This design comes from an exercise in tuning for small area, a short achievable clock period and few clock cycles per item on the open sky130 flow, not from production work. RTL that was checked went through simulation tests only; none was proved equivalent to the original. No activity file was given, so power comes from the tool's default toggle rates.

== job 2323 ==
// systolic_pe
module systolic_pe(
  clk, reset, cntrl,
  i_stb, o_stb, i_busy, o_busy,
  data_in, weight_in, acc_in,
  acc_out, data_out, weight_out
);
Size: about 310 cells after synthesis, ~60 flip-flops, ~100 I/O pins, ~4200 µm² of cells after synthesis.
clock: 5.0 ns
lec_check: 0
cap_margin: 20
core_margin: 2
core_utilization: 40
setup_slack_margin: 1.5
slew_margin: 20
standard.sh (not shown) runs the stock make flow with config.mk's settings and CLKGATE_MAP_FILE= SYNTH_SCRIPT=/design/flow/synth_recipe.tcl, a recipe that flattens the netlist after the stock synthesis.
==> flow/flow/run.sh <==
#!/bin/bash
# The standard layout, with two changes: Yosys's synth runs without its quick
# internal abc pass (so the full adders extract without inverters; the final
# abc mapping still runs), and the port buffers are plain buffer cells.
set -euo pipefail
export SYNTH_ARGS="-noabc"
export BUFFER_PORTS_ARGS="-buffer_cell sky130_fd_sc_hd__buf_2"
bash standard.sh finish > standard_flow.log 2>&1
Every stage of the flow completed for job 2323, and the final layout passed the timing, DRC and antenna checks.
## Diff of input files: job 444 against job 2323
-- flow/config.mk --
<<< job 2323, line 9
export CORE_MARGIN = 2
export CORE_UTILIZATION = 40
export SETUP_SLACK_MARGIN = 1.5
export SLEW_MARGIN = 20
>>> job 444, line 9
export CORE_MARGIN = 2
export CORE_UTILIZATION = 40
export SETUP_SLACK_MARGIN = 0
export SLEW_MARGIN = 20
[summary]
Job 2323 vs job 444, critical path's slowest cell: a2111o_1 vs a211oi_1
The maximum fanout along the worst path number comes out higher for job 444 vs job 2323.
As far as tap cell instance count is concerned, job 2323 and job 444 perform about the same.
Between job 2323 and job 444, cell count is higher for job 2323, job 444 comes in under that.
Job 444 vs job 2323, first element of the critical path: row0_r[7] vs row1_r[10]
What job 6781 does differently from job 444 at the input level:
-- flow/config.mk --
<<< job 444, line 8
export CAP_MARGIN = 20
export CORE_MARGIN = 2
export CORE_UTILIZATION = 40
export SETUP_SLACK_MARGIN = 0
export SLEW_MARGIN = 20
>>> job 6781, line 8
export CAP_MARGIN = 20
export CORE_MARGIN = 2
export CORE_UTILIZATION = 60
export SETUP_SLACK_MARGIN = 1.5
export SLEW_MARGIN = 20
## What came out
Job 6781 ended with less endpoint arrival time on the critical path than job 444.
The startpoint of the worst setup timing path comes out row0_r[0] in one run and row0_r[7] in the other, namely in job 6781 and job 444 respectively.
Job 6781 ended up with edfxtp_1 as its slowest cell on the critical path; job 444 ended up with a211oi_1.
Against job 444, overall die area in job 6781 came out better.
Of job 6781 and job 444, it is job 6781 that has the higher area added between synthesis and finish.
From job 444 to job 6781 the numbers moved as follows: non-clock buffer count in the final layout saw an increase, actual transition at the worst max-transition pin has increased, post-route standard cell area excluding fillers up about 3%, fraction of the cycle the final worst path needs went down.
Input-level comparison between job 8140 and job 6781:
-- flow/flow/run.sh --
<<< job 6781, line 5
set -euo pipefail
export SYNTH_ARGS="-noabc"
export BUFFER_PORTS_ARGS="-buffer_cell sky130_fd_sc_hd__buf_2"
bash standard.sh finish > standard_flow.log 2>&1
>>> job 8140, line 5
set -euo pipefail
export SYNTH_ARGS="-noabc"
export BUFFER_PORTS_ARGS="-buffer_cell sky130_fd_sc_hd__buf_1"
export CTS_ARGS="-sink_clustering_enable -repair_clock_nets -dont_use_dummy_load"
bash standard.sh finish > standard_flow.log 2>&1
-- flow/config.mk --
<<< job 6781, line 8
export CAP_MARGIN = 20
export CORE_MARGIN = 2
export CORE_UTILIZATION = 60
export SETUP_SLACK_MARGIN = 1.5
export SLEW_MARGIN = 20
>>> job 8140, line 8
export CAP_MARGIN = 20
export CORE_MARGIN = 2
export CORE_UTILIZATION = 40
export SETUP_SLACK_MARGIN = 1.5
export SLEW_MARGIN = 20
## What came out
From job 6781 to job 8140 the numbers moved as follows: die area went up, number of inserted filler cells in the final layout went up 491. The largest net degree at the start of global routing of job 8140 is lower than that of job 6781. Number of nets at the end of the flow in job 8140 is 0.36% higher than in job 6781. Summary of job 8140 over job 6781: initial standard-cell utilization of the core dropped 21 points, global-route wire length before repair higher, maximum fanout along the worst path increased 2, non-clock buffer contribution to total cell area now sits lower, count of buffering cells on the critical path with inverters included now sits lower.
No functional check of the RTL was part of any run of this note.

## 01-07
Another version of the RTL of systolic_pe (not shown whole).
For scale: roughly 310 cells after synthesis, roughly 59 flip-flops.
// systolic_pe
module systolic_pe(
  clk, reset, cntrl,
  i_stb, o_stb, i_busy, o_busy,
  data_in, weight_in, acc_in,
  acc_out, data_out, weight_out
);
export LEC_CHECK = 0
export CAP_MARGIN = 20
export CORE_MARGIN = 2
export CORE_UTILIZATION = 40
export SETUP_SLACK_MARGIN = 1.9
export SLEW_MARGIN = 20
export TNS_END_PERCENT = 10
create_clock -name core_clock -period 5.0 [get_ports {clk}]
==> flow/flow/run.sh <==
#!/bin/bash
# The standard layout, with two changes: Yosys's synth runs without its quick
# internal abc pass (so the full adders extract without inverters; the final
# abc mapping still runs), and the port buffers are plain buffer cells.
set -euo pipefail
export SYNTH_ARGS="-noabc"
export BUFFER_PORTS_ARGS="-buffer_cell sky130_fd_sc_hd__buf_1"
export CTS_ARGS="-sink_clustering_enable -repair_clock_nets -dont_use_dummy_load"
bash standard.sh finish > standard_flow.log 2>&1
Testbench counts of 01-07, summed over its fixed seeds: cycles 2,056, items 2,048.
#### Input delta (11-27 over 01-07)
Settings: SETUP_SLACK_MARGIN: 1.9 -> 1.5; TNS_END_PERCENT: 10 -> unset.
diff --git a/flow/flow/run.sh b/flow/flow/run.sh
--- a/flow/flow/run.sh
+++ b/flow/flow/run.sh
@@ -7,3 +7,3 @@
 export BUFFER_PORTS_ARGS="-buffer_cell sky130_fd_sc_hd__buf_1"
-export CTS_ARGS="-sink_clustering_enable -repair_clock_nets -dont_use_dummy_load"
+export CTS_ARGS="-sink_clustering_enable -repair_clock_nets -dont_use_dummy_load -buf_list sky130_fd_sc_hd__clkbuf_4"
 bash standard.sh finish > standard_flow.log 2>&1
[summary]
- On 11-27: clock share of power is 3.1 points lower than what 01-07 gave.
- Summary of the comparison: critical path data arrival time is higher in 11-27, relative to 01-07.
- Delta (11-27 minus 01-07): setup slack went down 0.089 ns, post-CTS setup buffer count went down 3, total power went down about 9%.
- 11-27 vs 01-07: average via count per standard cell down slightly

Another version of the RTL of systolic_pe (not shown whole).
Size: about 300 cells after synthesis, roughly 58 flip-flops, roughly 4100 µm² of cells after synthesis.
## systolic_pe
module systolic_pe(
  clk, reset, cntrl,
  i_stb, o_stb, i_busy, o_busy,
  data_in, weight_in, acc_in,
  acc_out, data_out, weight_out
);
  input wire clk;
  input wire reset;
  input wire cntrl;
  input wire i_stb;
  input wire i_busy;
  input wire [7:0] data_in;
  input wire [7:0] weight_in;
  input wire [31:0] acc_in;
  output wire [31:0] acc_out;
  output wire [7:0] data_out;
  output wire [7:0] weight_out;
  output wire o_stb;
  output wire o_busy;
  reg valid;
  wire load = ~valid | ~i_busy;
  always @(posedge clk) begin
    if (reset) valid <= 1'b0;
    else if (load) valid <= i_stb;
  end
  assign o_stb  = valid;
  assign o_busy = valid;
  wire pp0_0 = data_in[0] & weight_in[0];
  wire pp0_1 = data_in[0] & weight_in[1];
  wire pp0_2 = data_in[0] & weight_in[2];
  wire pp0_3 = data_in[0] & weight_in[3];
  wire pp0_4 = data_in[0] & weight_in[4];
  wire pp0_5 = data_in[0] & weight_in[5];
  wire pp0_6 = data_in[0] & weight_in[6];
  wire pp0_7 = data_in[0] & weight_in[7];
  wire pp1_0 = data_in[1] & weight_in[0];
  wire pp1_1 = data_in[1] & weight_in[1];
  wire pp1_2 = data_in[1] & weight_in[2];
  ...
export LEC_CHECK = 0
export CAP_MARGIN = 20
export CORE_MARGIN = 2
export CORE_UTILIZATION = 40
export SETUP_SLACK_MARGIN = 0
export SLEW_MARGIN = 70
create_clock -name core_clock -period 5.0 [get_ports {clk}]
==> flow/flow/run.sh <==
#!/bin/bash
# The standard layout, with two changes: Yosys's synth runs without its quick
# internal abc pass (so the full adders extract without inverters; the final
# abc mapping still runs), and the port buffers are plain buffer cells.
set -euo pipefail
export SYNTH_ARGS="-noabc"
export BUFFER_PORTS_ARGS="-buffer_cell sky130_fd_sc_hd__buf_2"
bash standard.sh finish > standard_flow.log 2>&1
The baseline produced a clean layout.
Change:
--- a/flow/flow/run.sh
+++ b/flow/flow/run.sh
@@ -7 +7,2 @@
-export BUFFER_PORTS_ARGS="-buffer_cell sky130_fd_sc_hd__buf_2"
+export BUFFER_PORTS_ARGS="-buffer_cell sky130_fd_sc_hd__buf_1"
+export CTS_ARGS="-sink_clustering_enable -repair_clock_nets -dont_use_dummy_load"
--- a/flow/config.mk
+++ b/flow/config.mk
@@ -7,0 +8 @@
+export ABC_AREA = 1
@@ -11,2 +12,2 @@
-export SETUP_SLACK_MARGIN = 0
-export SLEW_MARGIN = 70
+export SETUP_SLACK_MARGIN = 1.5
+export SLEW_MARGIN = 20
Die area came out higher by a little under a tenth; wire length went up by about a fifth; first-iteration DRC count came out higher by well over a third; synthesized cell count rose by well over a third; power goes down by a few percent; worst hold slack improves by 0.24 ns; count of clock-buffer cells in the layout does not change; fmax went up by a few percent; global-route usage went up by 0.75 points; combinational power grows by roughly a tenth.
Change:
--- a/flow/flow/run.sh
+++ b/flow/flow/run.sh
@@ -7,2 +7,2 @@
-export BUFFER_PORTS_ARGS="-buffer_cell sky130_fd_sc_hd__buf_1"
-export CTS_ARGS="-sink_clustering_enable -repair_clock_nets -dont_use_dummy_load"
+export BUFFER_PORTS_ARGS="-buffer_cell sky130_fd_sc_hd__buf_2"
+export CTS_ARGS="-sink_clustering_enable -repair_clock_nets -sink_clustering_size 30 -sink_clustering_max_diameter 200 -dont_use_dummy_load"
--- a/flow/config.mk
+++ b/flow/config.mk
@@ -8 +7,0 @@
-export ABC_AREA = 1
Effect: The changed run went through all stages and came out clean. Sequential power barely changes. Power hardly moves. Setup slack is better by 0.051 ns. Hold slack is worse by 0.26 ns. Combinational power stays flat. Wire length drops by 14%. Non-clock buffer count drops by 4. Fmax climbs by 1.5%.
Change:
--- a/flow/flow/run.sh
+++ b/flow/flow/run.sh
@@ -7,2 +7 @@
-export BUFFER_PORTS_ARGS="-buffer_cell sky130_fd_sc_hd__buf_2"
-export CTS_ARGS="-sink_clustering_enable -repair_clock_nets -sink_clustering_size 30 -sink_clustering_max_diameter 200 -dont_use_dummy_load"
+export BUFFER_PORTS_ARGS="-buffer_cell sky130_fd_sc_hd__buf_1"
Outcome:
- combinational power is lower by about 4%
- maximum frequency is lower by 0.56%
- count of clock-buffer cells in the layout does not change
- setup slack gets worse by 0.020 ns
- wire length is higher by 1.8%
- hold slack barely changes
- sequential share of layout area is higher by 0.38 points
- total power is higher by 9.4%
- non-clock buffer count is lower by 2
- global-route usage is higher by 0.62 points
Change:
--- a/flow/flow/run.sh
+++ b/flow/flow/run.sh
@@ -7,0 +8 @@
+export CTS_ARGS="-sink_clustering_enable -repair_clock_nets -dont_use_dummy_load"
--- a/flow/config.mk
+++ b/flow/config.mk
@@ -11 +11 @@
-export SETUP_SLACK_MARGIN = 1.5
+export SETUP_SLACK_MARGIN = 1.3
The new run ran to the end with no violations.
Synthesized area stays the same.
Maximum frequency went down by 3.1%.
Flip-flop and latch count stays the same.
Count of clock-buffer cells in the layout is unchanged.
Die area does not change.
Hold slack got worse by 0.0031 ns.
Sequential power went down by about 0.6%.
Synthesized cell count stays the same.
No run of this note included a check of the RTL's function; only the layout flow was run.

==> static timing again, ports no longer ideal <==
In the flow no input, the clock included, has a driving cell. The finished layouts below were timed again as built, in two steps.
Step 1 (the two cells are an assumption about what drives the block):
set clk [get_ports {clk}]
set_driving_cell -lib_cell sky130_fd_sc_hd__clkbuf_16 $clk
set_driving_cell -lib_cell sky130_fd_sc_hd__buf_2 [delete_from_list [all_inputs] $clk]
Step 2 also shifts input and output timing later by t, the mid clock arrival at the registers, as if the neighbouring blocks saw the same clock.
a / b / c = ideal ports / drivers / drivers and shift; a / b = the first two.
run | shift t [ns] | slack for setup (ns) | clock arrival spread, ns
job 2323 | 0.381 | 1.565 / 1.535 / 1.473 | 0.011 / 0.012
job 444 | 0.379 | 1.344 / 1.314 / 1.473 | 0.010 / 0.011
job 6781 | 0.352 | 1.502 / 1.473 / 1.445 | 0.013 / 0.013
job 8140 | 0.355 | 1.499 / 1.467 / 1.296 | 0.030 / 0.030
01-07 | 0.367 | 1.666 / 1.665 / 1.298 | 0.025 / 0.025
11-27 | 0.434 | 1.577 / 1.586 / 1.152 | 0.042 / 0.042
the first run of note 3 | 0.366 | 1.385 / 1.392 / 1.025 | 0.011 / 0.011
the second run of note 3 | 0.360 | 1.474 / 1.484 / 1.123 | 0.007 / 0.007
the third run of note 3 | 0.350 | 1.524 / 1.488 / 1.139 | 0.031 / 0.031
the fourth run of note 3 | 0.369 | 1.504 / 1.513 / 1.144 | 0.015 / 0.016
the fifth run of note 3 | 0.359 | 1.393 / 1.402 / 1.042 | 0.026 / 0.027
After both steps setup and hold are still met in every run listed. For 11-27, which loses most, drivers alone change the setup slack by +0.009 ns; drivers and shift together by -0.425 ns.
